Context: an optimization exercise on an open-source flow, tuned for small area and a short achievable clock period. The choices shown serve that exercise and are no tape-out recipe.
Only simulation tests tie the RTL to the original design; equivalence was not proved.

==> flow/design.v <==
module iir(
    input clk,
    input rst_n,
    input [31:0] x,
    output reg [31:0] y
    );
reg [31:0] x1, p;
wire s1 = 1'b1 ^ ~y[0] ^ p[2];
wire c2 = (1'b1 & ~y[0]) | (1'b1 & p[2]) | (~y[0] & p[2]);
wire s3 = s1 ^ x[0] ^ x[1];
wire c4 = (s1 & x[0]) | (s1 & x[1]) | (x[0] & x[1]);
wire s5 = ~y[1] ^ p[3] ^ c2;
wire c6 = (~y[1] & p[3]) | (~y[1] & c2) | (p[3] & c2);
wire s7 = s5 ^ x[1] ^ x[2];
wire c8 = (s5 & x[1]) | (s5 & x[2]) | (x[1] & x[2]);
wire s9 = ~y[2] ^ p[4] ^ c6;
wire c10 = (~y[2] & p[4]) | (~y[2] & c6) | (p[4] & c6);
wire s11 = x[2] ^ x[3] ^ s9;
wire c12 = (x[2] & x[3]) | (x[2] & s9) | (x[3] & s9);
wire s13 = ~y[3] ^ p[5] ^ x[3];
wire c14 = (~y[3] & p[5]) | (~y[3] & x[3]) | (p[5] & x[3]);
wire s15 = x[4] ^ c10 ^ s13;
wire c16 = (x[4] & c10) | (x[4] & s13) | (c10 & s13);
wire s17 = ~y[4] ^ p[6] ^ x[4];
wire c18 = (~y[4] & p[6]) | (~y[4] & x[4]) | (p[6] & x[4]);
wire s19 = x[5] ^ c14 ^ s17;
wire c20 = (x[5] & c14) | (x[5] & s17) | (c14 & s17);
wire s21 = ~y[5] ^ p[7] ^ x[5];
wire c22 = (~y[5] & p[7]) | (~y[5] & x[5]) | (p[7] & x[5]);
wire s23 = x[6] ^ c18 ^ s21;
wire c24 = (x[6] & c18) | (x[6] & s21) | (c18 & s21);
wire s25 = ~y[6] ^ p[8] ^ x[6];
wire c26 = (~y[6] & p[8]) | (~y[6] & x[6]) | (p[8] & x[6]);
wire s27 = x[7] ^ c22 ^ s25;
wire c28 = (x[7] & c22) | (x[7] & s25) | (c22 & s25);
wire s29 = ~y[7] ^ p[9] ^ x[7];
wire c30 = (~y[7] & p[9]) | (~y[7] & x[7]) | (p[9] & x[7]);
wire s31 = x[8] ^ c26 ^ s29;
wire c32 = (x[8] & c26) | (x[8] & s29) | (c26 & s29);
wire s33 = ~y[8] ^ p[10] ^ x[8];
wire c34 = (~y[8] & p[10]) | (~y[8] & x[8]) | (p[10] & x[8]);
wire s35 = x[9] ^ c30 ^ s33;
wire c36 = (x[9] & c30) | (x[9] & s33) | (c30 & s33);
wire s37 = ~y[9] ^ p[11] ^ x[9];
wire c38 = (~y[9] & p[11]) | (~y[9] & x[9]) | (p[11] & x[9]);
wire s39 = x[10] ^ c34 ^ s37;
wire c40 = (x[10] & c34) | (x[10] & s37) | (c34 & s37);
wire s41 = ~y[10] ^ p[12] ^ x[10];
wire c42 = (~y[10] & p[12]) | (~y[10] & x[10]) | (p[12] & x[10]);
wire s43 = x[11] ^ c38 ^ s41;
wire c44 = (x[11] & c38) | (x[11] & s41) | (c38 & s41);
wire s45 = ~y[11] ^ p[13] ^ x[11];
wire c46 = (~y[11] & p[13]) | (~y[11] & x[11]) | (p[13] & x[11]);
wire s47 = x[12] ^ c42 ^ s45;
wire c48 = (x[12] & c42) | (x[12] & s45) | (c42 & s45);
wire s49 = ~y[12] ^ p[14] ^ x[12];
wire c50 = (~y[12] & p[14]) | (~y[12] & x[12]) | (p[14] & x[12]);
wire s51 = x[13] ^ c46 ^ s49;
wire c52 = (x[13] & c46) | (x[13] & s49) | (c46 & s49);
wire s53 = ~y[13] ^ p[15] ^ x[13];
wire c54 = (~y[13] & p[15]) | (~y[13] & x[13]) | (p[15] & x[13]);
wire s55 = x[14] ^ c50 ^ s53;
wire c56 = (x[14] & c50) | (x[14] & s53) | (c50 & s53);
wire s57 = ~y[14] ^ p[16] ^ x[14];
wire c58 = (~y[14] & p[16]) | (~y[14] & x[14]) | (p[16] & x[14]);
wire s59 = x[15] ^ c54 ^ s57;
wire c60 = (x[15] & c54) | (x[15] & s57) | (c54 & s57);
wire s61 = ~y[15] ^ p[17] ^ x[15];
wire c62 = (~y[15] & p[17]) | (~y[15] & x[15]) | (p[17] & x[15]);
wire s63 = x[16] ^ c58 ^ s61;
wire c64 = (x[16] & c58) | (x[16] & s61) | (c58 & s61);
wire s65 = ~y[16] ^ p[18] ^ x[16];
wire c66 = (~y[16] & p[18]) | (~y[16] & x[16]) | (p[18] & x[16]);
wire s67 = x[17] ^ c62 ^ s65;
wire c68 = (x[17] & c62) | (x[17] & s65) | (c62 & s65);
wire s69 = ~y[17] ^ p[19] ^ x[17];
wire c70 = (~y[17] & p[19]) | (~y[17] & x[17]) | (p[19] & x[17]);
wire s71 = x[18] ^ c66 ^ s69;
wire c72 = (x[18] & c66) | (x[18] & s69) | (c66 & s69);
wire s73 = ~y[18] ^ p[20] ^ x[18];
wire c74 = (~y[18] & p[20]) | (~y[18] & x[18]) | (p[20] & x[18]);
wire s75 = x[19] ^ c70 ^ s73;
wire c76 = (x[19] & c70) | (x[19] & s73) | (c70 & s73);
wire s77 = ~y[19] ^ p[21] ^ x[19];
wire c78 = (~y[19] & p[21]) | (~y[19] & x[19]) | (p[21] & x[19]);
wire s79 = x[20] ^ c74 ^ s77;
wire c80 = (x[20] & c74) | (x[20] & s77) | (c74 & s77);
wire s81 = ~y[20] ^ p[22] ^ x[20];
wire c82 = (~y[20] & p[22]) | (~y[20] & x[20]) | (p[22] & x[20]);
wire s83 = x[21] ^ c78 ^ s81;
wire c84 = (x[21] & c78) | (x[21] & s81) | (c78 & s81);
wire s85 = ~y[21] ^ p[23] ^ x[21];
wire c86 = (~y[21] & p[23]) | (~y[21] & x[21]) | (p[23] & x[21]);
wire s87 = x[22] ^ c82 ^ s85;
wire c88 = (x[22] & c82) | (x[22] & s85) | (c82 & s85);
wire s89 = ~y[22] ^ p[24] ^ x[22];
wire c90 = (~y[22] & p[24]) | (~y[22] & x[22]) | (p[24] & x[22]);
wire s91 = x[23] ^ c86 ^ s89;
wire c92 = (x[23] & c86) | (x[23] & s89) | (c86 & s89);
wire s93 = ~y[23] ^ p[25] ^ x[23];
wire c94 = (~y[23] & p[25]) | (~y[23] & x[23]) | (p[25] & x[23]);
wire s95 = x[24] ^ c90 ^ s93;
wire c96 = (x[24] & c90) | (x[24] & s93) | (c90 & s93);
wire s97 = ~y[24] ^ p[26] ^ x[24];
wire c98 = (~y[24] & p[26]) | (~y[24] & x[24]) | (p[26] & x[24]);
wire s99 = x[25] ^ c94 ^ s97;
wire c100 = (x[25] & c94) | (x[25] & s97) | (c94 & s97);
wire s101 = ~y[25] ^ p[27] ^ x[25];
wire c102 = (~y[25] & p[27]) | (~y[25] & x[25]) | (p[27] & x[25]);
wire s103 = x[26] ^ c98 ^ s101;
wire c104 = (x[26] & c98) | (x[26] & s101) | (c98 & s101);
wire s105 = ~y[26] ^ p[28] ^ x[26];
wire c106 = (~y[26] & p[28]) | (~y[26] & x[26]) | (p[28] & x[26]);
wire s107 = x[27] ^ c102 ^ s105;
wire c108 = (x[27] & c102) | (x[27] & s105) | (c102 & s105);
wire s109 = ~y[27] ^ p[29] ^ x[27];
wire c110 = (~y[27] & p[29]) | (~y[27] & x[27]) | (p[29] & x[27]);
wire s111 = x[28] ^ c106 ^ s109;
wire c112 = (x[28] & c106) | (x[28] & s109) | (c106 & s109);
wire s113 = ~y[28] ^ p[30] ^ x[28];
wire c114 = (~y[28] & p[30]) | (~y[28] & x[28]) | (p[30] & x[28]);
wire s115 = x[29] ^ c110 ^ s113;
wire c116 = (x[29] & c110) | (x[29] & s113) | (c110 & s113);
wire s117 = ~y[29] ^ p[31] ^ x[29];
wire c118 = (~y[29] & p[31]) | (~y[29] & x[29]) | (p[31] & x[29]);
wire s119 = x[30] ^ c114 ^ s117;
wire c120 = (x[30] & c114) | (x[30] & s117) | (c114 & s117);
wire g121 = p[0] & 1'b0;
wire g122 = p[1] & x[0];
wire g123 = s3 & 1'b0;
wire g124 = c4 & s7;
wire g125 = c8 & s11;
wire g126 = c12 & s15;
wire g127 = c16 & s19;
wire g128 = c20 & s23;
wire g129 = c24 & s27;
wire g130 = c28 & s31;
wire g131 = c32 & s35;
wire g132 = c36 & s39;
wire g133 = c40 & s43;
wire g134 = c44 & s47;
wire g135 = c48 & s51;
wire g136 = c52 & s55;
wire g137 = c56 & s59;
wire g138 = c60 & s63;
wire g139 = c64 & s67;
wire g140 = c68 & s71;
wire g141 = c72 & s75;
wire g142 = c76 & s79;
wire g143 = c80 & s83;
wire g144 = c84 & s87;
wire g145 = c88 & s91;
wire g146 = c92 & s95;
wire g147 = c96 & s99;
wire g148 = c100 & s103;
wire g149 = c104 & s107;
wire g150 = c108 & s111;
wire g151 = c112 & s115;
wire g152 = c116 & s119;
wire p153 = p[0] ^ 1'b0;
wire p154 = p[1] ^ x[0];
wire p155 = s3 ^ 1'b0;
wire p156 = c4 ^ s7;
wire p157 = c8 ^ s11;
wire p158 = c12 ^ s15;
wire p159 = c16 ^ s19;
wire p160 = c20 ^ s23;
wire p161 = c24 ^ s27;
wire p162 = c28 ^ s31;
wire p163 = c32 ^ s35;
wire p164 = c36 ^ s39;
wire p165 = c40 ^ s43;
wire p166 = c44 ^ s47;
wire p167 = c48 ^ s51;
wire p168 = c52 ^ s55;
wire p169 = c56 ^ s59;
wire p170 = c60 ^ s63;
wire p171 = c64 ^ s67;
wire p172 = c68 ^ s71;
wire p173 = c72 ^ s75;
wire p174 = c76 ^ s79;
wire p175 = c80 ^ s83;
wire p176 = c84 ^ s87;
wire p177 = c88 ^ s91;
wire p178 = c92 ^ s95;
wire p179 = c96 ^ s99;
wire p180 = c100 ^ s103;
wire p181 = c104 ^ s107;
wire p182 = c108 ^ s111;
wire p183 = c112 ^ s115;
wire p184 = c116 ^ s119;
wire G185 = g122 | (p154 & g121);
wire P186 = p154 & p153;
wire G187 = g124 | (p156 & g123);
wire P188 = p156 & p155;
wire G189 = g126 | (p158 & g125);
wire P190 = p158 & p157;
wire G191 = g128 | (p160 & g127);
wire P192 = p160 & p159;
wire G193 = g130 | (p162 & g129);
wire P194 = p162 & p161;
wire G195 = g132 | (p164 & g131);
wire P196 = p164 & p163;
wire G197 = g134 | (p166 & g133);
wire P198 = p166 & p165;
wire G199 = g136 | (p168 & g135);
wire P200 = p168 & p167;
wire G201 = g138 | (p170 & g137);
wire P202 = p170 & p169;
wire G203 = g140 | (p172 & g139);
wire P204 = p172 & p171;
wire G205 = g142 | (p174 & g141);
wire P206 = p174 & p173;
wire G207 = g144 | (p176 & g143);
wire P208 = p176 & p175;
wire G209 = g146 | (p178 & g145);
wire P210 = p178 & p177;
wire G211 = g148 | (p180 & g147);
wire P212 = p180 & p179;
wire G213 = g150 | (p182 & g149);
wire P214 = p182 & p181;
wire G215 = g123 | (p155 & G185);
wire P216 = p155 & P186;
wire G217 = G187 | (P188 & G185);
wire P218 = P188 & P186;
wire G219 = g127 | (p159 & G189);
wire P220 = p159 & P190;
wire G221 = G191 | (P192 & G189);
wire P222 = P192 & P190;
wire G223 = g131 | (p163 & G193);
wire P224 = p163 & P194;
wire G225 = G195 | (P196 & G193);
wire P226 = P196 & P194;
wire G227 = g135 | (p167 & G197);
wire P228 = p167 & P198;
wire G229 = G199 | (P200 & G197);
wire P230 = P200 & P198;
wire G231 = g139 | (p171 & G201);
wire P232 = p171 & P202;
wire G233 = G203 | (P204 & G201);
wire P234 = P204 & P202;
wire G235 = g143 | (p175 & G205);
wire P236 = p175 & P206;
wire G237 = G207 | (P208 & G205);
wire P238 = P208 & P206;
wire G239 = g147 | (p179 & G209);
wire P240 = p179 & P210;
wire G241 = G211 | (P212 & G209);
wire P242 = P212 & P210;
wire G243 = g151 | (p183 & G213);
wire P244 = p183 & P214;
wire G245 = g125 | (p157 & G217);
wire P246 = p157 & P218;
wire G247 = G189 | (P190 & G217);
wire P248 = P190 & P218;
wire G249 = G219 | (P220 & G217);
wire P250 = P220 & P218;
wire G251 = G221 | (P222 & G217);
wire P252 = P222 & P218;
wire G253 = g133 | (p165 & G225);
wire P254 = p165 & P226;
wire G255 = G197 | (P198 & G225);
wire P256 = P198 & P226;
wire G257 = G227 | (P228 & G225);
wire P258 = P228 & P226;
wire G259 = G229 | (P230 & G225);
wire P260 = P230 & P226;
wire G261 = g141 | (p173 & G233);
wire P262 = p173 & P234;
wire G263 = G205 | (P206 & G233);
wire P264 = P206 & P234;
wire G265 = G235 | (P236 & G233);
wire P266 = P236 & P234;
wire G267 = G237 | (P238 & G233);
wire P268 = P238 & P234;
wire G269 = g149 | (p181 & G241);
wire P270 = p181 & P242;
wire G271 = G213 | (P214 & G241);
wire P272 = P214 & P242;
wire G273 = G243 | (P244 & G241);
wire P274 = P244 & P242;
wire G275 = g129 | (p161 & G251);
wire P276 = p161 & P252;
wire G277 = G193 | (P194 & G251);
wire P278 = P194 & P252;
wire G279 = G223 | (P224 & G251);
wire P280 = P224 & P252;
wire G281 = G225 | (P226 & G251);
wire P282 = P226 & P252;
wire G283 = G253 | (P254 & G251);
wire P284 = P254 & P252;
wire G285 = G255 | (P256 & G251);
wire P286 = P256 & P252;
wire G287 = G257 | (P258 & G251);
wire P288 = P258 & P252;
wire G289 = G259 | (P260 & G251);
wire P290 = P260 & P252;
wire G291 = g145 | (p177 & G267);
wire P292 = p177 & P268;
wire G293 = G209 | (P210 & G267);
wire P294 = P210 & P268;
wire G295 = G239 | (P240 & G267);
wire P296 = P240 & P268;
wire G297 = G241 | (P242 & G267);
wire P298 = P242 & P268;
wire G299 = G269 | (P270 & G267);
wire P300 = P270 & P268;
wire G301 = G271 | (P272 & G267);
wire P302 = P272 & P268;
wire G303 = G273 | (P274 & G267);
wire P304 = P274 & P268;
wire G305 = g137 | (p169 & G289);
wire P306 = p169 & P290;
wire G307 = G201 | (P202 & G289);
wire P308 = P202 & P290;
wire G309 = G231 | (P232 & G289);
wire P310 = P232 & P290;
wire G311 = G233 | (P234 & G289);
wire P312 = P234 & P290;
wire G313 = G261 | (P262 & G289);
wire P314 = P262 & P290;
wire G315 = G263 | (P264 & G289);
wire P316 = P264 & P290;
wire G317 = G265 | (P266 & G289);
wire P318 = P266 & P290;
wire G319 = G267 | (P268 & G289);
wire P320 = P268 & P290;
wire G321 = G291 | (P292 & G289);
wire P322 = P292 & P290;
wire G323 = G293 | (P294 & G289);
wire P324 = P294 & P290;
wire G325 = G295 | (P296 & G289);
wire P326 = P296 & P290;
wire G327 = G297 | (P298 & G289);
wire P328 = P298 & P290;
wire G329 = G299 | (P300 & G289);
wire P330 = P300 & P290;
wire G331 = G301 | (P302 & G289);
wire P332 = P302 & P290;
wire G333 = G303 | (P304 & G289);
wire P334 = P304 & P290;
wire sum335 = p153 ^ 1'b0;
wire sum336 = p154 ^ g121;
wire sum337 = p155 ^ G185;
wire sum338 = p156 ^ G215;
wire sum339 = p157 ^ G217;
wire sum340 = p158 ^ G245;
wire sum341 = p159 ^ G247;
wire sum342 = p160 ^ G249;
wire sum343 = p161 ^ G251;
wire sum344 = p162 ^ G275;
wire sum345 = p163 ^ G277;
wire sum346 = p164 ^ G279;
wire sum347 = p165 ^ G281;
wire sum348 = p166 ^ G283;
wire sum349 = p167 ^ G285;
wire sum350 = p168 ^ G287;
wire sum351 = p169 ^ G289;
wire sum352 = p170 ^ G305;
wire sum353 = p171 ^ G307;
wire sum354 = p172 ^ G309;
wire sum355 = p173 ^ G311;
wire sum356 = p174 ^ G313;
wire sum357 = p175 ^ G315;
wire sum358 = p176 ^ G317;
wire sum359 = p177 ^ G319;
wire sum360 = p178 ^ G321;
wire sum361 = p179 ^ G323;
wire sum362 = p180 ^ G325;
wire sum363 = p181 ^ G327;
wire sum364 = p182 ^ G329;
wire sum365 = p183 ^ G331;
wire sum366 = p184 ^ G333;
wire s367 = 1'b1 ^ ~y[0] ^ x[0];
wire c368 = (1'b1 & ~y[0]) | (1'b1 & x[0]) | (~y[0] & x[0]);
wire s369 = 1'b1 ^ x1[0] ^ ~y[0];
wire c370 = (1'b1 & x1[0]) | (1'b1 & ~y[0]) | (x1[0] & ~y[0]);
wire s371 = ~y[1] ^ s369 ^ x[1];
wire c372 = (~y[1] & s369) | (~y[1] & x[1]) | (s369 & x[1]);
wire s373 = x1[1] ^ ~y[1] ^ ~y[2];
wire c374 = (x1[1] & ~y[1]) | (x1[1] & ~y[2]) | (~y[1] & ~y[2]);
wire s375 = c370 ^ s373 ^ x[2];
wire c376 = (c370 & s373) | (c370 & x[2]) | (s373 & x[2]);
wire s377 = x1[2] ^ ~y[2] ^ ~y[3];
wire c378 = (x1[2] & ~y[2]) | (x1[2] & ~y[3]) | (~y[2] & ~y[3]);
wire s379 = c374 ^ s377 ^ x[3];
wire c380 = (c374 & s377) | (c374 & x[3]) | (s377 & x[3]);
wire s381 = x1[3] ^ ~y[3] ^ ~y[4];
wire c382 = (x1[3] & ~y[3]) | (x1[3] & ~y[4]) | (~y[3] & ~y[4]);
wire s383 = c378 ^ s381 ^ x[4];
wire c384 = (c378 & s381) | (c378 & x[4]) | (s381 & x[4]);
wire s385 = x1[4] ^ ~y[4] ^ ~y[5];
wire c386 = (x1[4] & ~y[4]) | (x1[4] & ~y[5]) | (~y[4] & ~y[5]);
wire s387 = c382 ^ s385 ^ x[5];
wire c388 = (c382 & s385) | (c382 & x[5]) | (s385 & x[5]);
wire s389 = x1[5] ^ ~y[5] ^ ~y[6];
wire c390 = (x1[5] & ~y[5]) | (x1[5] & ~y[6]) | (~y[5] & ~y[6]);
wire s391 = c386 ^ s389 ^ x[6];
wire c392 = (c386 & s389) | (c386 & x[6]) | (s389 & x[6]);
wire s393 = x1[6] ^ ~y[6] ^ ~y[7];
wire c394 = (x1[6] & ~y[6]) | (x1[6] & ~y[7]) | (~y[6] & ~y[7]);
wire s395 = c390 ^ s393 ^ x[7];
wire c396 = (c390 & s393) | (c390 & x[7]) | (s393 & x[7]);
wire s397 = x1[7] ^ ~y[7] ^ ~y[8];
wire c398 = (x1[7] & ~y[7]) | (x1[7] & ~y[8]) | (~y[7] & ~y[8]);
wire s399 = c394 ^ s397 ^ x[8];
wire c400 = (c394 & s397) | (c394 & x[8]) | (s397 & x[8]);
wire s401 = x1[8] ^ ~y[8] ^ ~y[9];
wire c402 = (x1[8] & ~y[8]) | (x1[8] & ~y[9]) | (~y[8] & ~y[9]);
wire s403 = c398 ^ s401 ^ x[9];
wire c404 = (c398 & s401) | (c398 & x[9]) | (s401 & x[9]);
wire s405 = x1[9] ^ ~y[9] ^ ~y[10];
wire c406 = (x1[9] & ~y[9]) | (x1[9] & ~y[10]) | (~y[9] & ~y[10]);
wire s407 = c402 ^ s405 ^ x[10];
wire c408 = (c402 & s405) | (c402 & x[10]) | (s405 & x[10]);
wire s409 = x1[10] ^ ~y[10] ^ ~y[11];
wire c410 = (x1[10] & ~y[10]) | (x1[10] & ~y[11]) | (~y[10] & ~y[11]);
wire s411 = c406 ^ s409 ^ x[11];
wire c412 = (c406 & s409) | (c406 & x[11]) | (s409 & x[11]);
wire s413 = x1[11] ^ ~y[11] ^ ~y[12];
wire c414 = (x1[11] & ~y[11]) | (x1[11] & ~y[12]) | (~y[11] & ~y[12]);
wire s415 = c410 ^ s413 ^ x[12];
wire c416 = (c410 & s413) | (c410 & x[12]) | (s413 & x[12]);
wire s417 = x1[12] ^ ~y[12] ^ ~y[13];
wire c418 = (x1[12] & ~y[12]) | (x1[12] & ~y[13]) | (~y[12] & ~y[13]);
wire s419 = c414 ^ s417 ^ x[13];
wire c420 = (c414 & s417) | (c414 & x[13]) | (s417 & x[13]);
wire s421 = x1[13] ^ ~y[13] ^ ~y[14];
wire c422 = (x1[13] & ~y[13]) | (x1[13] & ~y[14]) | (~y[13] & ~y[14]);
wire s423 = c418 ^ s421 ^ x[14];
wire c424 = (c418 & s421) | (c418 & x[14]) | (s421 & x[14]);
wire s425 = x1[14] ^ ~y[14] ^ ~y[15];
wire c426 = (x1[14] & ~y[14]) | (x1[14] & ~y[15]) | (~y[14] & ~y[15]);
wire s427 = c422 ^ s425 ^ x[15];
wire c428 = (c422 & s425) | (c422 & x[15]) | (s425 & x[15]);
wire s429 = x1[15] ^ ~y[15] ^ ~y[16];
wire c430 = (x1[15] & ~y[15]) | (x1[15] & ~y[16]) | (~y[15] & ~y[16]);
wire s431 = c426 ^ s429 ^ x[16];
wire c432 = (c426 & s429) | (c426 & x[16]) | (s429 & x[16]);
wire s433 = x1[16] ^ ~y[16] ^ ~y[17];
wire c434 = (x1[16] & ~y[16]) | (x1[16] & ~y[17]) | (~y[16] & ~y[17]);
wire s435 = c430 ^ s433 ^ x[17];
wire c436 = (c430 & s433) | (c430 & x[17]) | (s433 & x[17]);
wire s437 = x1[17] ^ ~y[17] ^ ~y[18];
wire c438 = (x1[17] & ~y[17]) | (x1[17] & ~y[18]) | (~y[17] & ~y[18]);
wire s439 = c434 ^ s437 ^ x[18];
wire c440 = (c434 & s437) | (c434 & x[18]) | (s437 & x[18]);
wire s441 = x1[18] ^ ~y[18] ^ ~y[19];
wire c442 = (x1[18] & ~y[18]) | (x1[18] & ~y[19]) | (~y[18] & ~y[19]);
wire s443 = c438 ^ s441 ^ x[19];
wire c444 = (c438 & s441) | (c438 & x[19]) | (s441 & x[19]);
wire s445 = x1[19] ^ ~y[19] ^ ~y[20];
wire c446 = (x1[19] & ~y[19]) | (x1[19] & ~y[20]) | (~y[19] & ~y[20]);
wire s447 = c442 ^ s445 ^ x[20];
wire c448 = (c442 & s445) | (c442 & x[20]) | (s445 & x[20]);
wire s449 = x1[20] ^ ~y[20] ^ ~y[21];
wire c450 = (x1[20] & ~y[20]) | (x1[20] & ~y[21]) | (~y[20] & ~y[21]);
wire s451 = c446 ^ s449 ^ x[21];
wire c452 = (c446 & s449) | (c446 & x[21]) | (s449 & x[21]);
wire s453 = x1[21] ^ ~y[21] ^ ~y[22];
wire c454 = (x1[21] & ~y[21]) | (x1[21] & ~y[22]) | (~y[21] & ~y[22]);
wire s455 = c450 ^ s453 ^ x[22];
wire c456 = (c450 & s453) | (c450 & x[22]) | (s453 & x[22]);
wire s457 = x1[22] ^ ~y[22] ^ ~y[23];
wire c458 = (x1[22] & ~y[22]) | (x1[22] & ~y[23]) | (~y[22] & ~y[23]);
wire s459 = c454 ^ s457 ^ x[23];
wire c460 = (c454 & s457) | (c454 & x[23]) | (s457 & x[23]);
wire s461 = x1[23] ^ ~y[23] ^ ~y[24];
wire c462 = (x1[23] & ~y[23]) | (x1[23] & ~y[24]) | (~y[23] & ~y[24]);
wire s463 = c458 ^ s461 ^ x[24];
wire c464 = (c458 & s461) | (c458 & x[24]) | (s461 & x[24]);
wire s465 = x1[24] ^ ~y[24] ^ ~y[25];
wire c466 = (x1[24] & ~y[24]) | (x1[24] & ~y[25]) | (~y[24] & ~y[25]);
wire s467 = c462 ^ s465 ^ x[25];
wire c468 = (c462 & s465) | (c462 & x[25]) | (s465 & x[25]);
wire s469 = x1[25] ^ ~y[25] ^ ~y[26];
wire c470 = (x1[25] & ~y[25]) | (x1[25] & ~y[26]) | (~y[25] & ~y[26]);
wire s471 = c466 ^ s469 ^ x[26];
wire c472 = (c466 & s469) | (c466 & x[26]) | (s469 & x[26]);
wire s473 = x1[26] ^ ~y[26] ^ ~y[27];
wire c474 = (x1[26] & ~y[26]) | (x1[26] & ~y[27]) | (~y[26] & ~y[27]);
wire s475 = c470 ^ s473 ^ x[27];
wire c476 = (c470 & s473) | (c470 & x[27]) | (s473 & x[27]);
wire s477 = x1[27] ^ ~y[27] ^ ~y[28];
wire c478 = (x1[27] & ~y[27]) | (x1[27] & ~y[28]) | (~y[27] & ~y[28]);
wire s479 = c474 ^ s477 ^ x[28];
wire c480 = (c474 & s477) | (c474 & x[28]) | (s477 & x[28]);
wire s481 = x1[28] ^ ~y[28] ^ ~y[29];
wire c482 = (x1[28] & ~y[28]) | (x1[28] & ~y[29]) | (~y[28] & ~y[29]);
wire s483 = c478 ^ s481 ^ x[29];
wire c484 = (c478 & s481) | (c478 & x[29]) | (s481 & x[29]);
wire s485 = x1[29] ^ ~y[29] ^ ~y[30];
wire c486 = (x1[29] & ~y[29]) | (x1[29] & ~y[30]) | (~y[29] & ~y[30]);
wire s487 = c482 ^ s485 ^ x[30];
wire c488 = (c482 & s485) | (c482 & x[30]) | (s485 & x[30]);
wire s489 = x1[30] ^ ~y[30] ^ ~y[31];
wire c490 = (x1[30] & ~y[30]) | (x1[30] & ~y[31]) | (~y[30] & ~y[31]);
wire s491 = c486 ^ s489 ^ x[31];
wire c492 = (c486 & s489) | (c486 & x[31]) | (s489 & x[31]);
wire g493 = s367 & 1'b0;
wire g494 = c368 & s371;
wire g495 = c372 & s375;
wire g496 = c376 & s379;
wire g497 = c380 & s383;
wire g498 = c384 & s387;
wire g499 = c388 & s391;
wire g500 = c392 & s395;
wire g501 = c396 & s399;
wire g502 = c400 & s403;
wire g503 = c404 & s407;
wire g504 = c408 & s411;
wire g505 = c412 & s415;
wire g506 = c416 & s419;
wire g507 = c420 & s423;
wire g508 = c424 & s427;
wire g509 = c428 & s431;
wire g510 = c432 & s435;
wire g511 = c436 & s439;
wire g512 = c440 & s443;
wire g513 = c444 & s447;
wire g514 = c448 & s451;
wire g515 = c452 & s455;
wire g516 = c456 & s459;
wire g517 = c460 & s463;
wire g518 = c464 & s467;
wire g519 = c468 & s471;
wire g520 = c472 & s475;
wire g521 = c476 & s479;
wire g522 = c480 & s483;
wire g523 = c484 & s487;
wire g524 = c488 & s491;
wire p525 = s367 ^ 1'b0;
wire p526 = c368 ^ s371;
wire p527 = c372 ^ s375;
wire p528 = c376 ^ s379;
wire p529 = c380 ^ s383;
wire p530 = c384 ^ s387;
wire p531 = c388 ^ s391;
wire p532 = c392 ^ s395;
wire p533 = c396 ^ s399;
wire p534 = c400 ^ s403;
wire p535 = c404 ^ s407;
wire p536 = c408 ^ s411;
wire p537 = c412 ^ s415;
wire p538 = c416 ^ s419;
wire p539 = c420 ^ s423;
wire p540 = c424 ^ s427;
wire p541 = c428 ^ s431;
wire p542 = c432 ^ s435;
wire p543 = c436 ^ s439;
wire p544 = c440 ^ s443;
wire p545 = c444 ^ s447;
wire p546 = c448 ^ s451;
wire p547 = c452 ^ s455;
wire p548 = c456 ^ s459;
wire p549 = c460 ^ s463;
wire p550 = c464 ^ s467;
wire p551 = c468 ^ s471;
wire p552 = c472 ^ s475;
wire p553 = c476 ^ s479;
wire p554 = c480 ^ s483;
wire p555 = c484 ^ s487;
wire p556 = c488 ^ s491;
wire G557 = g494 | (p526 & g493);
wire P558 = p526 & p525;
wire G559 = g496 | (p528 & g495);
wire P560 = p528 & p527;
wire G561 = g498 | (p530 & g497);
wire P562 = p530 & p529;
wire G563 = g500 | (p532 & g499);
wire P564 = p532 & p531;
wire G565 = g502 | (p534 & g501);
wire P566 = p534 & p533;
wire G567 = g504 | (p536 & g503);
wire P568 = p536 & p535;
wire G569 = g506 | (p538 & g505);
wire P570 = p538 & p537;
wire G571 = g508 | (p540 & g507);
wire P572 = p540 & p539;
wire G573 = g510 | (p542 & g509);
wire P574 = p542 & p541;
wire G575 = g512 | (p544 & g511);
wire P576 = p544 & p543;
wire G577 = g514 | (p546 & g513);
wire P578 = p546 & p545;
wire G579 = g516 | (p548 & g515);
wire P580 = p548 & p547;
wire G581 = g518 | (p550 & g517);
wire P582 = p550 & p549;
wire G583 = g520 | (p552 & g519);
wire P584 = p552 & p551;
wire G585 = g522 | (p554 & g521);
wire P586 = p554 & p553;
wire G587 = g495 | (p527 & G557);
wire P588 = p527 & P558;
wire G589 = G559 | (P560 & G557);
wire P590 = P560 & P558;
wire G591 = g499 | (p531 & G561);
wire P592 = p531 & P562;
wire G593 = G563 | (P564 & G561);
wire P594 = P564 & P562;
wire G595 = g503 | (p535 & G565);
wire P596 = p535 & P566;
wire G597 = G567 | (P568 & G565);
wire P598 = P568 & P566;
wire G599 = g507 | (p539 & G569);
wire P600 = p539 & P570;
wire G601 = G571 | (P572 & G569);
wire P602 = P572 & P570;
wire G603 = g511 | (p543 & G573);
wire P604 = p543 & P574;
wire G605 = G575 | (P576 & G573);
wire P606 = P576 & P574;
wire G607 = g515 | (p547 & G577);
wire P608 = p547 & P578;
wire G609 = G579 | (P580 & G577);
wire P610 = P580 & P578;
wire G611 = g519 | (p551 & G581);
wire P612 = p551 & P582;
wire G613 = G583 | (P584 & G581);
wire P614 = P584 & P582;
wire G615 = g523 | (p555 & G585);
wire P616 = p555 & P586;
wire G617 = g497 | (p529 & G589);
wire P618 = p529 & P590;
wire G619 = G561 | (P562 & G589);
wire P620 = P562 & P590;
wire G621 = G591 | (P592 & G589);
wire P622 = P592 & P590;
wire G623 = G593 | (P594 & G589);
wire P624 = P594 & P590;
wire G625 = g505 | (p537 & G597);
wire P626 = p537 & P598;
wire G627 = G569 | (P570 & G597);
wire P628 = P570 & P598;
wire G629 = G599 | (P600 & G597);
wire P630 = P600 & P598;
wire G631 = G601 | (P602 & G597);
wire P632 = P602 & P598;
wire G633 = g513 | (p545 & G605);
wire P634 = p545 & P606;
wire G635 = G577 | (P578 & G605);
wire P636 = P578 & P606;
wire G637 = G607 | (P608 & G605);
wire P638 = P608 & P606;
wire G639 = G609 | (P610 & G605);
wire P640 = P610 & P606;
wire G641 = g521 | (p553 & G613);
wire P642 = p553 & P614;
wire G643 = G585 | (P586 & G613);
wire P644 = P586 & P614;
wire G645 = G615 | (P616 & G613);
wire P646 = P616 & P614;
wire G647 = g501 | (p533 & G623);
wire P648 = p533 & P624;
wire G649 = G565 | (P566 & G623);
wire P650 = P566 & P624;
wire G651 = G595 | (P596 & G623);
wire P652 = P596 & P624;
wire G653 = G597 | (P598 & G623);
wire P654 = P598 & P624;
wire G655 = G625 | (P626 & G623);
wire P656 = P626 & P624;
wire G657 = G627 | (P628 & G623);
wire P658 = P628 & P624;
wire G659 = G629 | (P630 & G623);
wire P660 = P630 & P624;
wire G661 = G631 | (P632 & G623);
wire P662 = P632 & P624;
wire G663 = g517 | (p549 & G639);
wire P664 = p549 & P640;
wire G665 = G581 | (P582 & G639);
wire P666 = P582 & P640;
wire G667 = G611 | (P612 & G639);
wire P668 = P612 & P640;
wire G669 = G613 | (P614 & G639);
wire P670 = P614 & P640;
wire G671 = G641 | (P642 & G639);
wire P672 = P642 & P640;
wire G673 = G643 | (P644 & G639);
wire P674 = P644 & P640;
wire G675 = G645 | (P646 & G639);
wire P676 = P646 & P640;
wire G677 = g509 | (p541 & G661);
wire P678 = p541 & P662;
wire G679 = G573 | (P574 & G661);
wire P680 = P574 & P662;
wire G681 = G603 | (P604 & G661);
wire P682 = P604 & P662;
wire G683 = G605 | (P606 & G661);
wire P684 = P606 & P662;
wire G685 = G633 | (P634 & G661);
wire P686 = P634 & P662;
wire G687 = G635 | (P636 & G661);
wire P688 = P636 & P662;
wire G689 = G637 | (P638 & G661);
wire P690 = P638 & P662;
wire G691 = G639 | (P640 & G661);
wire P692 = P640 & P662;
wire G693 = G663 | (P664 & G661);
wire P694 = P664 & P662;
wire G695 = G665 | (P666 & G661);
wire P696 = P666 & P662;
wire G697 = G667 | (P668 & G661);
wire P698 = P668 & P662;
wire G699 = G669 | (P670 & G661);
wire P700 = P670 & P662;
wire G701 = G671 | (P672 & G661);
wire P702 = P672 & P662;
wire G703 = G673 | (P674 & G661);
wire P704 = P674 & P662;
wire G705 = G675 | (P676 & G661);
wire P706 = P676 & P662;
wire sum707 = p525 ^ 1'b0;
wire sum708 = p526 ^ g493;
wire sum709 = p527 ^ G557;
wire sum710 = p528 ^ G587;
wire sum711 = p529 ^ G589;
wire sum712 = p530 ^ G617;
wire sum713 = p531 ^ G619;
wire sum714 = p532 ^ G621;
wire sum715 = p533 ^ G623;
wire sum716 = p534 ^ G647;
wire sum717 = p535 ^ G649;
wire sum718 = p536 ^ G651;
wire sum719 = p537 ^ G653;
wire sum720 = p538 ^ G655;
wire sum721 = p539 ^ G657;
wire sum722 = p540 ^ G659;
wire sum723 = p541 ^ G661;
wire sum724 = p542 ^ G677;
wire sum725 = p543 ^ G679;
wire sum726 = p544 ^ G681;
wire sum727 = p545 ^ G683;
wire sum728 = p546 ^ G685;
wire sum729 = p547 ^ G687;
wire sum730 = p548 ^ G689;
wire sum731 = p549 ^ G691;
wire sum732 = p550 ^ G693;
wire sum733 = p551 ^ G695;
wire sum734 = p552 ^ G697;
wire sum735 = p553 ^ G699;
wire sum736 = p554 ^ G701;
wire sum737 = p555 ^ G703;
wire sum738 = p556 ^ G705;
wire [31:0] y_next = {sum366, sum365, sum364, sum363, sum362, sum361, sum360, sum359, sum358, sum357, sum356, sum355, sum354, sum353, sum352, sum351, sum350, sum349, sum348, sum347, sum346, sum345, sum344, sum343, sum342, sum341, sum340, sum339, sum338, sum337, sum336, sum335};
wire [31:0] p_next = {sum738, sum737, sum736, sum735, sum734, sum733, sum732, sum731, sum730, sum729, sum728, sum727, sum726, sum725, sum724, sum723, sum722, sum721, sum720, sum719, sum718, sum717, sum716, sum715, sum714, sum713, sum712, sum711, sum710, sum709, sum708, sum707};
always @(posedge clk or negedge rst_n)
begin
    if (!rst_n)
    begin
        x1 <= 32'd0;
        p  <= 32'd0;
        y  <= 32'd0;
    end
    else
    begin
        x1 <= x;
        p  <= p_next;
        y  <= y_next;
    end
end
endmodule
==> flow/run.sh <==
#!/bin/bash
# synth_recipe.tcl (not shown) runs the flow's synth.tcl, then flattens the netlist and writes it again
# the make line also repeats each setting of config.mk as NAME=value (left out here)
make -C /OpenROAD-flow-scripts/flow DESIGN_CONFIG=/design/flow/config.mk WORK_HOME=/design/flow/orfs CLKGATE_MAP_FILE= SYNTH_SCRIPT=/design/flow/synth_recipe.tcl finish
==> flow/config.mk <==
export PLATFORM = sky130hd
export DESIGN_NAME = iir
export DESIGN_NICKNAME = iir
export VERILOG_FILES = /design/flow/design.v
export SDC_FILE = /design/flow/constraint.sdc
export NUM_CORES = 4
export LEC_CHECK = 0
export CAP_MARGIN = 20
export CORE_MARGIN = 2
export CORE_UTILIZATION = 40
export SLEW_MARGIN = 20
==> flow/constraint.sdc <==
create_clock -name core_clock -period 7.5 [get_ports {clk}]
set_input_delay 1.5000 -clock core_clock [delete_from_list [all_inputs] [get_ports {clk}]]
set_output_delay 1.5000 -clock core_clock [all_outputs]
set_load 0.01 [all_outputs]
==> results of run 1 <==
[area by class of cell]
class	instances	area, µm²	area share
well taps	265	331.6	0.03627
flip-flops and latches	95	2377	0.2600
clock buffers	10	239.0	0.02614
multi-input cells	408	4743	0.5188
clock inverters	6	116.4	0.01273
repair buffers	66	655.6	0.07171
inverters	181	679.4	0.07431
[state kept, by name, indices dropped and copies added, names as in the netlist]
register  flops
x1           31
p            32
y            32
[worst max path at each step]
stage / slack (ns) / end / start / cells past startpoint
6_report: 2.36 / y[23]$_DFF_PN0_ / x[5] / 15
5_1_grt: 2.02 / y[23]$_DFF_PN0_ / x[8] / 15
4_1_cts: 2.33 / y[31]$_DFF_PN0_ / x[8] / 15
3_5_place_dp: 2.00 / y[23]$_DFF_PN0_ / x[5] / 15
3_3_place_gp: 2.04 / y[23]$_DFF_PN0_ / x[5] / 15
2_1_floorplan: 2.94 / y[31]$_DFF_PN0_ / x[5] / 14
[layout by cell type, fill, tap and decap left out, drive strengths merged, types with 3 or more instances in the layout]
master,instances
nand4,3
nor2b,3
nor3,10
dfrtp,95
clkbuf,10
xnor2,33
o211ai,3
a21boi,3
ha,63
inv,182
and2,5
nand3,5
clkdlybuf4s50,64
nand2,11
a21o,12
a21oi,20
o21ai,10
fa,123
xor2,14
bufinv,3
a2111oi,4
and3,5
a211oi,5
nor2,44
o21a,7
[metal layers]
metal  routed length, µm  share of wire
met1                6634           0.44
met2                7894           0.52
met3                 430          0.028
met4                 142         0.0094
met5                   0              0
[kinds of logic after synthesis]
kind of cell / share of synthesized area
xor+xnor: 0.05278
flops: 0.3048
compound gates: 0.08165
buf+inv: 0.08710
simple gates: 0.05695
fa+ha+maj: 0.4167
[critical path: stages]
cell and delay [ns]:
clkdlybuf4s50_1 0.57, inv_1 0.12, fa_1 0.52, inv_1 0.05
fa_1 0.44, ha_1 0.36, a21oi_1 0.19, nor2_1 0.08
o31ai_1 0.31, a41oi_2 0.26, o21ai_0 0.35, a21boi_0 0.20
o21a_1 0.22, nor2_1 0.11, xnor2_1 0.13
==> impl_metrics.ini, run 1 <==
[status]
status = timing/DRC/antenna clean

[place]
hpwl_mm = 12.55
port_buffers = 65
gp_congestion = 0.8396
dp.cells = 1015
dp_slack_ns = 1.997
dpl-instance-area_um2 = 8787

[timing]
drv_slew = 0
max-slew-margin-rel = 0.4709
final.setup.tns_ns = 0
skew_ns = 0.01041
tightest_slew_ns = 0.7936
setup_viol_count_final = 0
hold_violations = 0
rsz0062_at_grt = false
fin_ws_ns = 2.359
period_needed_ns = 5.141
timing.hold.ws_ns = 0.3584
fmax_mhz = 194.5
finalCritPeriodShare = 0.6855

[grt]
antenna_found_initial = 0
overflow = 0
grt-busiest-layer = met2
grt_pass1_vias = 5540
grtUsageTotal = 0.1648
use_met3 = 0.03266
grt_pass1_wl_mm = 26.25
met2_usage = 0.3018
grt_max_degree = 61
met1_usage = 0.2019

[final_layout]
area_growth_syn_to_layout_pct = 17.21
design_area_um2 = 9143
instances_no_fill = 1031
layout.nets = 981
diodes = 0
n_fill_cell = 1796
fin_util = 0.4744
drive_above_1_share = 0.04700

[clock_tree]
clockBufferDepth = 2
cts_tree = done
cts_setup_buffers = 0
cts-root-buf = clkbuf_16
clkLatencyLatePin_ns = 0.35
clk_pin_slew_ns = 0.07
cts_made_buffers = 9
cts_resized = 0
holdBufCountCts = 0
cts_max_level = 3
cts_sinks = 95

[run]
maxCapViolations = 0

[drt]
vias = 4765
drc = 0
wl_per_cell_um = 14.65
dr.first_iter.drc_count = 164
drtAntennaViolNets = 0
totalWireLength_mm = 15.10
via_per_inst = 4.622
drt-pass1-iter-count = 7

[logic_synthesis]
synthFlopType = dfrtp_1
synth-warning-count = 1
syn_area_um2 = 7800
syn_avg_cell_area_um2 = 11.40
synth_top_area_share = 0.3157
synth_nets = 904
synth_commonest_cells = inv_1, fa_1, dfrtp_1
synth.area.top_cells = fa_1, dfrtp_1, ha_1, inv_1, xnor2_1
synthCells = 684
synthArstFlopShare = 1.000
yosysUniqueCellTypes = 49
synth_seq_cells = 95
synth_most_common_cell = inv_1
ys_seq_area_frac = 0.3048
synth_top_cell_by_area = fa_1
synth_edf_count = 0

[floorplanning]
pin_count = 66
die_w_um = 143.6
die_y_um = 143.6
core_um2 = 19270
die-area_um2 = 20630
num_rows = 51
initial_core_util = 0.4048

[critical_path]
crit_type = in2reg
rr_worst_depth = 13
crit_path_max_fanout = 5
startpoint_type = primary input
crit_path_end_kind = register
reg2reg_from = y[8]$_DFF_PN0_
r2r_slack_ns = 3.19
required_ns = 7.77
worstPathArrival_ns = 5.41
reg2reg_to = p[31]$_DFF_PN0_

[hold_path]
min_to = y[0]$_DFF_PN0_
min_from = p[0]$_DFF_PN0_
whs_path_depth = 0
hold_class = reg2reg
==> inputs of run 2 (changes only) <==
--- a/flow/config.mk
+++ b/flow/config.mk
@@ -8,4 +8,5 @@
 export CAP_MARGIN = 20
 export CORE_MARGIN = 2
 export CORE_UTILIZATION = 40
+export SETUP_SLACK_MARGIN = 2
 export SLEW_MARGIN = 20
==> run 2 against run 1 <==
Against the previous run:
- still clean on timing, DRC and antenna
- die area did not move
- cell count unchanged
- design area did not move
- first-iteration DRC count unchanged
- area after synthesis unchanged
- synthesized cell count did not move
- critical path depth did not move
- sequential share of layout area unchanged
- maximum frequency unchanged
- setup slack unchanged
- critical path type unchanged
- critical endpoint unchanged
- highest routed layer unchanged
==> impl_metrics.ini, run 2 <==
[status]
status = timing/DRC/antenna clean

[clock_tree]
cts-root-buf = clkbuf_16
clockBufferDepth = 2
clk_pin_slew_ns = 0.07
holdBufCountCts = 0
cts_max_level = 3
clkLatencyLatePin_ns = 0.35
cts_sinks = 95
cts_setup_buffers = 0
cts_resized = 0
cts_made_buffers = 9
cts_tree = done

[critical_path]
crit_path_end_kind = register
reg2reg_from = y[8]$_DFF_PN0_
reg2reg_to = p[31]$_DFF_PN0_
crit_type = in2reg
path_cells = clkdlybuf4s50_1 -> inv_1 -> fa_1 -> inv_1 -> fa_1 -> ha_1 -> a21oi_1 -> nor2_1 -> o31ai_1 -> a41oi_2 -> o21ai_0 -> a21boi_0 -> o21a_1 -> nor2_1 -> xnor2_1
required_ns = 7.77
worstPathArrival_ns = 5.41
slowest_stage = clkdlybuf4s50_1
crit_start = x[5]
r2r_slack_ns = 3.19
slowest_delay_ns = 0.57
startpoint_type = primary input
crit_path_max_fanout = 5
rr_worst_depth = 13

[final_layout]
fin_util = 0.4744
reg_top3 = p: 32 flops, y: 32 flops, x1: 31 flops
layout_common_cells = inv_1, fa_1, dfrtp_1
n_fill_cell = 1796
final_common_cell = inv_1
drive_above_1_share = 0.04700
area_growth_syn_to_layout_pct = 17.21
diodes = 0
layout.nets = 981

[grt]
overflow = 0
grt_pass1_wl_mm = 26.25
grt_max_degree = 61
antenna_found_initial = 0
grt_pass1_vias = 5540
grtUsageTotal = 0.1648

[drt]
drtAntennaViolNets = 0
drc = 0
via_per_inst = 4.622
dr.first_iter.drc_count = 164
vias = 4765
totalWireLength_mm = 15.10
wl_per_cell_um = 14.65
drt-pass1-iter-count = 7

[timing]
final.setup.tns_ns = 0
fmax_mhz = 194.5
skew_ns = 0.01041
max-slew-margin-rel = 0.4709
period_needed_ns = 5.141
finalCritPeriodShare = 0.6855
hold_violations = 0
tightest_slew_ns = 0.7936
drv_slew = 0
rsz0062_at_grt = false
setup_viol_count_final = 0

[floorplanning]
die_y_um = 143.6
core_um2 = 19270
pin_count = 66
initial_core_util = 0.4048
die_w_um = 143.6
num_rows = 51
die-area_um2 = 20630

[logic_synthesis]
synth.area.top_cells = fa_1, dfrtp_1, ha_1, inv_1, xnor2_1
synthCells = 684
synth_commonest_cells = inv_1, fa_1, dfrtp_1
synth_edf_count = 0
synthArstFlopShare = 1.000
ys_seq_area_frac = 0.3048
synthFlopType = dfrtp_1
synth-warning-count = 1
synth_top_cell_by_area = fa_1
syn_area_um2 = 7800
yosysUniqueCellTypes = 49
synth_most_common_cell = inv_1
synth_seq_cells = 95
synth_top_area_share = 0.3157
synth_nets = 904
syn_avg_cell_area_um2 = 11.40

[hold_path]
min_from = p[0]$_DFF_PN0_
hold_class = reg2reg
whs_path_depth = 0
min_to = y[0]$_DFF_PN0_

[place]
port_buffers = 65
gp_congestion = 0.8396
hpwl_mm = 12.55

[run]
maxCapViolations = 0
-- run 2: cell counts after synthesis --
Identical to the previous run, type by type.
-- run 2: worst max path at each step --
| stage | to | slack (ns) | cells past startpoint |
|---|---|---|---|
| final | y[23]$_DFF_PN0_ | 2.36 | 15 |
| after global routing | y[23]$_DFF_PN0_ | 2.02 | 15 |
| after CTS | y[31]$_DFF_PN0_ | 2.33 | 15 |
| after detailed placement | y[23]$_DFF_PN0_ | 2.00 | 15 |
| after global placement | y[23]$_DFF_PN0_ | 2.04 | 15 |
| after floorplan | y[31]$_DFF_PN0_ | 2.94 | 14 |
-- run 2: stage by stage --
stage / instances / instance area, µm² / setup WS, ns / hold slack, ns
2_1_floorplan: 684 / 7800 / 2.943 / 0.3312
3_3_place_gp: 1015 / 8787 / 2.036 / 0.3328
3_5_place_dp: 1015 / 8787 / 1.997 / 0.3457
4_1_cts: 1031 / 9143 / 2.325 / 0.3631
5_1_grt: 1031 / 9143 / 2.018 / 0.3669
6_report: 1031 / 9143 / 2.359 / 0.3584
-- run 2: area by class of cell --
class	count	area, µm²	area share
inverters	181	679.4	0.07431
repair buffers	66	655.6	0.07171
clock buffers	10	239.0	0.02614
flip-flops and latches	95	2377	0.2600
clock inverters	6	116.4	0.01273
well taps	265	331.6	0.03627
multi-input cells	408	4743	0.5188
-- run 2: kinds of logic after synthesis --
kind of cell               Yosys count  synth area share
xor gates and xnor gates            47           0.05278
AOI/OAI and AO/OA                   81           0.08165
and+or+nand+nor                     94           0.05695
DFF                                 95            0.3048
adders and majority gates          186            0.4167
buffers and inverters              181           0.08710
-- run 2: worst max-delay path: cells and delay by family --
family / cells / cell delay, ns
AOI/OAI and AO/OA: 6 / 1.53
buffers and inverters: 3 / 0.74
xor gates and xnor gates: 1 / 0.13
adders and majority gates: 3 / 1.32
and+or+nand+nor: 2 / 0.19
-- run 2: routing by layer --
layer  track usage  vias to the layer above  share of wire
met1        0.2019                     2422           0.44
met4       0.03354                        0         0.0094
met3       0.03266                       12          0.028
met5             0                        -              0
li1              -                     2257              -
met2        0.3018                       74           0.52
==> inputs of run 3 (changes only) <==
--- a/flow/config.mk
+++ b/flow/config.mk
@@ -8,5 +8,5 @@
 export CAP_MARGIN = 20
 export CORE_MARGIN = 2
 export CORE_UTILIZATION = 40
-export SETUP_SLACK_MARGIN = 2
+export SETUP_SLACK_MARGIN = 3
 export SLEW_MARGIN = 20
==> run 3 against run 2 <==
Against the previous run:
- synthesized cell count unchanged
- highest routed layer unchanged
- setup slack better by 0.68 ns
- critical endpoint is now y[29]$_DFF_PN0_
- cell count increased by 2.1%
- utilization rose by 2.5 points
- clock-buffer cell count increased by 1
==> impl_metrics.ini, run 3 <==
[floorplanning]
pin_count = 66
die_y_um = 143.6
die-area_um2 = 20630
die_w_um = 143.6
core_um2 = 19270
initial_core_util = 0.4048
num_rows = 51

[final_layout]
layout.nets = 1004
final_common_cell = inv_1
area_growth_syn_to_layout_pct = 23.39
reg_top3 = p: 32 flops, y: 32 flops, x1: 31 flops
n_fill_cell = 1764
diodes = 0
multi_input_area_um2 = 5086
register_area_um2 = 2377
drive_above_1_share = 0.1548
instances_no_fill = 1053
layout_common_cells = inv_1, fa_1, dfrtp_1

[logic_synthesis]
yosys.area_share.simple = 0.05695
syn_avg_cell_area_um2 = 11.40
synth_commonest_cells = inv_1, fa_1, dfrtp_1
synth_edf_count = 0
synth_compound_area_frac = 0.08165
synth_nets = 904
syn_area_um2 = 7800
synth_mux_area_frac = 0
synth_fa_ha_area_frac = 0.4167
synthFlopType = dfrtp_1
yosysUniqueCellTypes = 49
synthCells = 684
synth_top_cell_by_area = fa_1
ys_seq_area_frac = 0.3048
synth_top_family_by_area = adder cells
synth.area.top_cells = fa_1, dfrtp_1, ha_1, inv_1, xnor2_1
synthArstFlopShare = 1.000
synth_xor_area_frac = 0.05278
synth-warning-count = 1
synth_seq_cells = 95
synth_most_common_cell = inv_1
synth_top_area_share = 0.3157

[timing]
setup_viol_count_final = 0
rsz0062_at_grt = true
skew_ns = 0.01261
finalCritPeriodShare = 0.5948
max-slew-margin-rel = 0.5016
period_needed_ns = 4.461
timing.hold.ws_ns = 0.3540
final.setup.tns_ns = 0
drv_slew = 0
fmax_mhz = 224.2
hold_violations = 0
tightest_slew_ns = 0.7476

[clock_tree]
clkLatencyLatePin_ns = 0.36
cts_sinks = 95
cts_max_level = 3
clockBufferDepth = 2
cts-root-buf = clkbuf_16
cts_made_buffers = 9
clk_pin_slew_ns = 0.07
holdBufCountCts = 0
cts_tree = done

[critical_path]
path_cells = buf_8 -> inv_2 -> fa_1 -> inv_2 -> fa_1 -> ha_4 -> nand4_1 -> nor2_2 -> o31ai_4 -> a41oi_4 -> a21oi_4 -> buf_12 -> a2111oi_4 -> o21a_1 -> nor2_1 -> xnor2_1
crit_path_end_kind = register
rr_worst_depth = 13
crit_type = in2reg
worstPathArrival_ns = 4.70
slowest_delay_ns = 0.52
slowest_stage = fa_1
crit_path_max_fanout = 4
crit_family = adder cells
required_ns = 7.74
startpoint_type = primary input
path_buf_inv = 4
path_depth = 16

[grt]
grt_pass1_vias = 5672
grt_pass1_wl_mm = 27.51
grt_max_degree = 57
antenna_found_initial = 0
grtUsageTotal = 0.1735
overflow = 0

[drt]
totalWireLength_mm = 15.80
dr.first_iter.drc_count = 259
drt-pass1-iter-count = 4
wl_per_cell_um = 15.01
drtAntennaViolNets = 0
drc = 0
via_per_inst = 4.649
vias = 4895

[hold_path]
whs_path_depth = 0
hold_class = reg2reg

[place]
hpwl_mm = 12.67
dp.cells = 1015
gp_congestion = 0.8001
port_buffers = 65

[run]
maxCapViolations = 0

[status]
status = timing/DRC/antenna clean
[run 3: cell types whose count changed in the layout (fill, tap and decap cells not counted), moves of 7 or more]
| cell | delta |
|---|---|
| ha_1 | -14 |
| buf_2 | +7 |
| buf_4 | +22 |
| inv_1 | -12 |
| inv_2 | +10 |
| clkdlybuf4s50_1 | -23 |
| ha_4 | +12 |
[run 3: timing repair]
item	in CTS	in global routing
resized for setup	112	35
endpoints found under the setup margin	27	18
pin swaps	36	25
hold endpoints to repair	0	0
buffers inserted	17	6
[run 3: path summary, 6_finish.rpt]
| check | start | end | slack (ns) |
|---|---|---|---|
| setup / recovery | x[7] | y[29]$_DFF_PN0_ | 3.04 |
| max in group asynchronous | rst_n | x1[29]$_DFF_PN0_ | 5.23 |
| min in group asynchronous | rst_n | p[2]$_DFF_PN0_ | 1.12 |
| hold / removal | p[0]$_DFF_PN0_ | y[0]$_DFF_PN0_ | 0.35 |
| hold reg to reg | p[0]$_DFF_PN0_ | y[0]$_DFF_PN0_ | 0.35 |
| setup reg to reg | y[8]$_DFF_PN0_ | p[31]$_DFF_PN0_ | 3.42 |
[run 3: layout make-up]
| class | instances | area share |
|---|---|---|
| flip-flops and latches | 95 | 0.2470 |
| well taps | 265 | 0.03445 |
| multi-input cells | 408 | 0.5285 |
| repair buffers | 89 | 0.08489 |
| clock buffers | 11 | 0.02418 |
| inverters | 181 | 0.07111 |
| clock inverters | 4 | 0.009880 |
[run 3: metrics by stage]
step / util / instance area (µm²) / setup WS, ns
floorplan: - / 7838 / 3.043
global placement: 0.4579 / 8825 / 2.124
detailed placement: 0.4579 / 8825 / 2.050
CTS: 0.4905 / 9452 / 2.980
global route: 0.4994 / 9624 / 2.871
finish: 0.4994 / 9624 / 3.039
[run 3: logic make-up (layout without fill, tap and decap cells)]
| group | count (synthesis) | in the layout |
|---|---|---|
| XOR/XNOR | 47 | 47 |
| AO/OA/AOI/OAI | 81 | 81 |
| adder cells (fa/ha/maj) | 186 | 186 |
| buffers and inverters | 181 | 285 |
| flip-flops | 95 | 95 |
| AND/OR/NAND/NOR | 94 | 94 |
[run 3: per-layer routing]
| metal | share of wire | track usage |
|---|---|---|
| met5 | 0 | 0 |
| met4 | 0.012 | 0.04489 |
| met3 | 0.021 | 0.02366 |
| met2 | 0.54 | 0.3158 |
| met1 | 0.43 | 0.2172 |
==> inputs of run 4 (changes only) <==
--- a/flow/config.mk
+++ b/flow/config.mk
@@ -8,5 +8,5 @@
 export CAP_MARGIN = 20
 export CORE_MARGIN = 2
 export CORE_UTILIZATION = 40
-export SETUP_SLACK_MARGIN = 3
+export SETUP_SLACK_MARGIN = 4
 export SLEW_MARGIN = 20
==> run 4 against run 3 <==
Against the previous run:
- design area up 8.0%
- critical path depth unchanged
- utilization up 4.0 points
- flip-flop and latch count unchanged
- global-route usage down 0.16 points
- non-clock buffer count up 42
- critical endpoint unchanged
- setup slack better by 0.12 ns
==> impl_metrics.ini, run 4 <==
[timing]
final.setup.tns_ns = 0
drv_slew = 0
rsz0062_at_grt = true
hold_violations = 0
period_needed_ns = 4.339
tightest_slew_ns = 0.6669
max-slew-margin-rel = 0.5554
finalCritPeriodShare = 0.5785
fmax_mhz = 230.5
skew_ns = 0.007556
setup_viol_count_final = 0

[place]
dpl-instance-area_um2 = 9131
gp_congestion = 0.7844
port_buffers = 65
hpwl_mm = 12.29

[clock_tree]
cts_tree = done
clockBufferDepth = 2
cts_made_buffers = 9
cts_sinks = 95
cts_max_level = 3
cts-root-buf = clkbuf_16
clk_pin_slew_ns = 0.07
clkLatencyLatePin_ns = 0.36

[grt]
grt_max_degree = 51
antenna_found_initial = 0
grt_pass1_wl_mm = 27.68
grtUsageTotal = 0.1719
overflow = 0
grt_pass1_vias = 5877

[hold_path]
whs_path_depth = 0
hold_class = reg2reg
min_from = p[0]$_DFF_PN0_

[floorplanning]
core_um2 = 19270
num_rows = 51
die_y_um = 143.6
initial_core_util = 0.4048
pin_count = 66
die_w_um = 143.6
die-area_um2 = 20630

[logic_synthesis]
synth_nets = 904
synthCells = 684
synthArstFlopShare = 1.000
ys_seq_area_frac = 0.3048
synth_seq_cells = 95
synth_most_common_cell = inv_1
syn_area_um2 = 7800
yosysUniqueCellTypes = 49
synth_top_cell_by_area = fa_1
synth-warning-count = 1
synthFlopType = dfrtp_1
synth_commonest_cells = inv_1, fa_1, dfrtp_1
synth_edf_count = 0
synth_top_area_share = 0.3157
syn_avg_cell_area_um2 = 11.40
synth.area.top_cells = fa_1, dfrtp_1, ha_1, inv_1, xnor2_1

[final_layout]
layout.nets = 1046
design_area_um2 = 10390
area_growth_syn_to_layout_pct = 33.24
layout_common_cells = inv_1, fa_1, dfrtp_1
reg_top3 = p: 32 flops, y: 32 flops, x1: 31 flops
final_common_cell = inv_1
drive_above_1_share = 0.2699
n_fill_cell = 1696
diodes = 0

[critical_path]
reg2reg_from = y[0]$_DFF_PN0_
startpoint_type = primary input
path_cells = buf_8 -> inv_2 -> fa_1 -> inv_1 -> fa_1 -> ha_4 -> buf_4 -> and4_2 -> o31ai_4 -> a41oi_4 -> a21oi_4 -> buf_6 -> a2111oi_4 -> o21a_1 -> nor2_2 -> xnor2_1
crit_start = x[12]
reg2reg_to = y[29]$_DFF_PN0_
slowest_stage = fa_1
crit_type = in2reg
crit_family = adder cells
path_depth = 16
critPathCapture = y[29]$_DFF_PN0_
path_buf_inv = 5
slowest_delay_ns = 0.50
crit_path_end_kind = register
rr_worst_depth = 17
cpMostUsedCell = fa_1
worstPathArrival_ns = 4.58
crit_path_max_fanout = 4
required_ns = 7.74
r2r_slack_ns = 3.50

[drt]
dr.first_iter.drc_count = 104
vias = 5089
totalWireLength_mm = 16.24
via_per_inst = 4.647
wl_per_cell_um = 14.83
drtAntennaViolNets = 0
drt-pass1-iter-count = 4
drc = 0

[status]
status = timing/DRC/antenna clean

[run]
maxCapViolations = 0
## run 4: cell counts after synthesis
No cell type changed its count.
## run 4: repair_timing
item / CTS / global route
endpoints found under the setup margin: 53 / 48
hold endpoints to repair: 0 / 0
hold buffers: 0 / 0
pin swaps: 70 / 53
gates resized for setup: 180 / 41
setup buffers: 44 / 21
## run 4: worst min-delay path by stage
stage,to,slack [ns]
final,y[0]$_DFF_PN0_,0.36
after global placement,y[0]$_DFF_PN0_,0.33
after global routing,y[0]$_DFF_PN0_,0.38
after floorplan,y[0]$_DFF_PN0_,0.33
after CTS,y[0]$_DFF_PN0_,0.36
after detailed placement,y[0]$_DFF_PN0_,0.34
## run 4: layer usage
| metal | share of wire | global-route usage | vias to the layer above |
|---|---|---|---|
| met5 | 0 | 0 | - |
| met4 | 0.014 | 0.05108 | 0 |
| met3 | 0.021 | 0.02666 | 15 |
| met2 | 0.52 | 0.2985 | 62 |
| met1 | 0.44 | 0.2229 | 2629 |
| li1 | - | - | 2383 |
## run 4: stage by stage
step           hold slack (ns)  cells  utilization  setup slack, ns
2_1_floorplan           0.3312    684            -            3.074
3_3_place_gp            0.3336   1015       0.4738            2.139
3_5_place_dp            0.3427   1015       0.4738            2.086
4_1_cts                 0.3586   1074       0.5241            3.100
5_1_grt                 0.3781   1095       0.5393            3.005
6_report                0.3558   1095       0.5393            3.161
## run 4: area by class of cell
type | instances | area [µm²] | share of cell area
repair buffers | 131 | 1231 | 0.1185
inverters | 181 | 719.4 | 0.06923
clock buffers | 11 | 252.7 | 0.02432
flip-flops and latches | 95 | 2377 | 0.2287
clock inverters | 4 | 45.04 | 0.004334
well taps | 265 | 331.6 | 0.03190
multi-input cells | 408 | 5435 | 0.5230
## run 4: cell families after synthesis
group | count (synthesis) | share of synthesized area
XOR/XNOR | 47 | 0.05278
adder cells (fa/ha/maj) | 186 | 0.4167
AO/OA/AOI/OAI | 81 | 0.08165
AND/OR/NAND/NOR | 94 | 0.05695
flip-flops | 95 | 0.3048
buffers and inverters | 181 | 0.08710

-- static timing again, ports no longer ideal --
The results above use ideal ports. As a check the final layouts listed here were re-extracted and re-timed, cells and wires unchanged. Step 1 sets driving cells, clkbuf_16 on the clock port and buf_2 on the other inputs (assumed; they add their load-dependent delay and slew). Step 2 times the ports against the registers' clock, not the clock port: input delays grow and output delays shrink by t, the midpoint of the rising clock arrivals with the driver on. a / b / c = no drivers / after step 1 / after step 2; a / b = the first two.
| run | t (ns) | setup WS [ns] | worst data-port slew with drivers (ns) |
|---|---|---|---|
| run 1 | 0.393 | 2.359 / 2.372 / 1.979 | 0.04 |
| run 2 | 0.393 | 2.359 / 2.372 / 1.979 | 0.04 |
| run 3 | 0.396 | 3.039 / 3.025 / 2.630 | 0.06 |
| run 4 | 0.394 | 3.161 / 3.138 / 2.744 | 0.07 |
After both steps setup and hold are still met in every run listed. For run 4, which loses most, drivers alone change the setup slack by -0.023 ns; drivers and shift together by -0.417 ns.
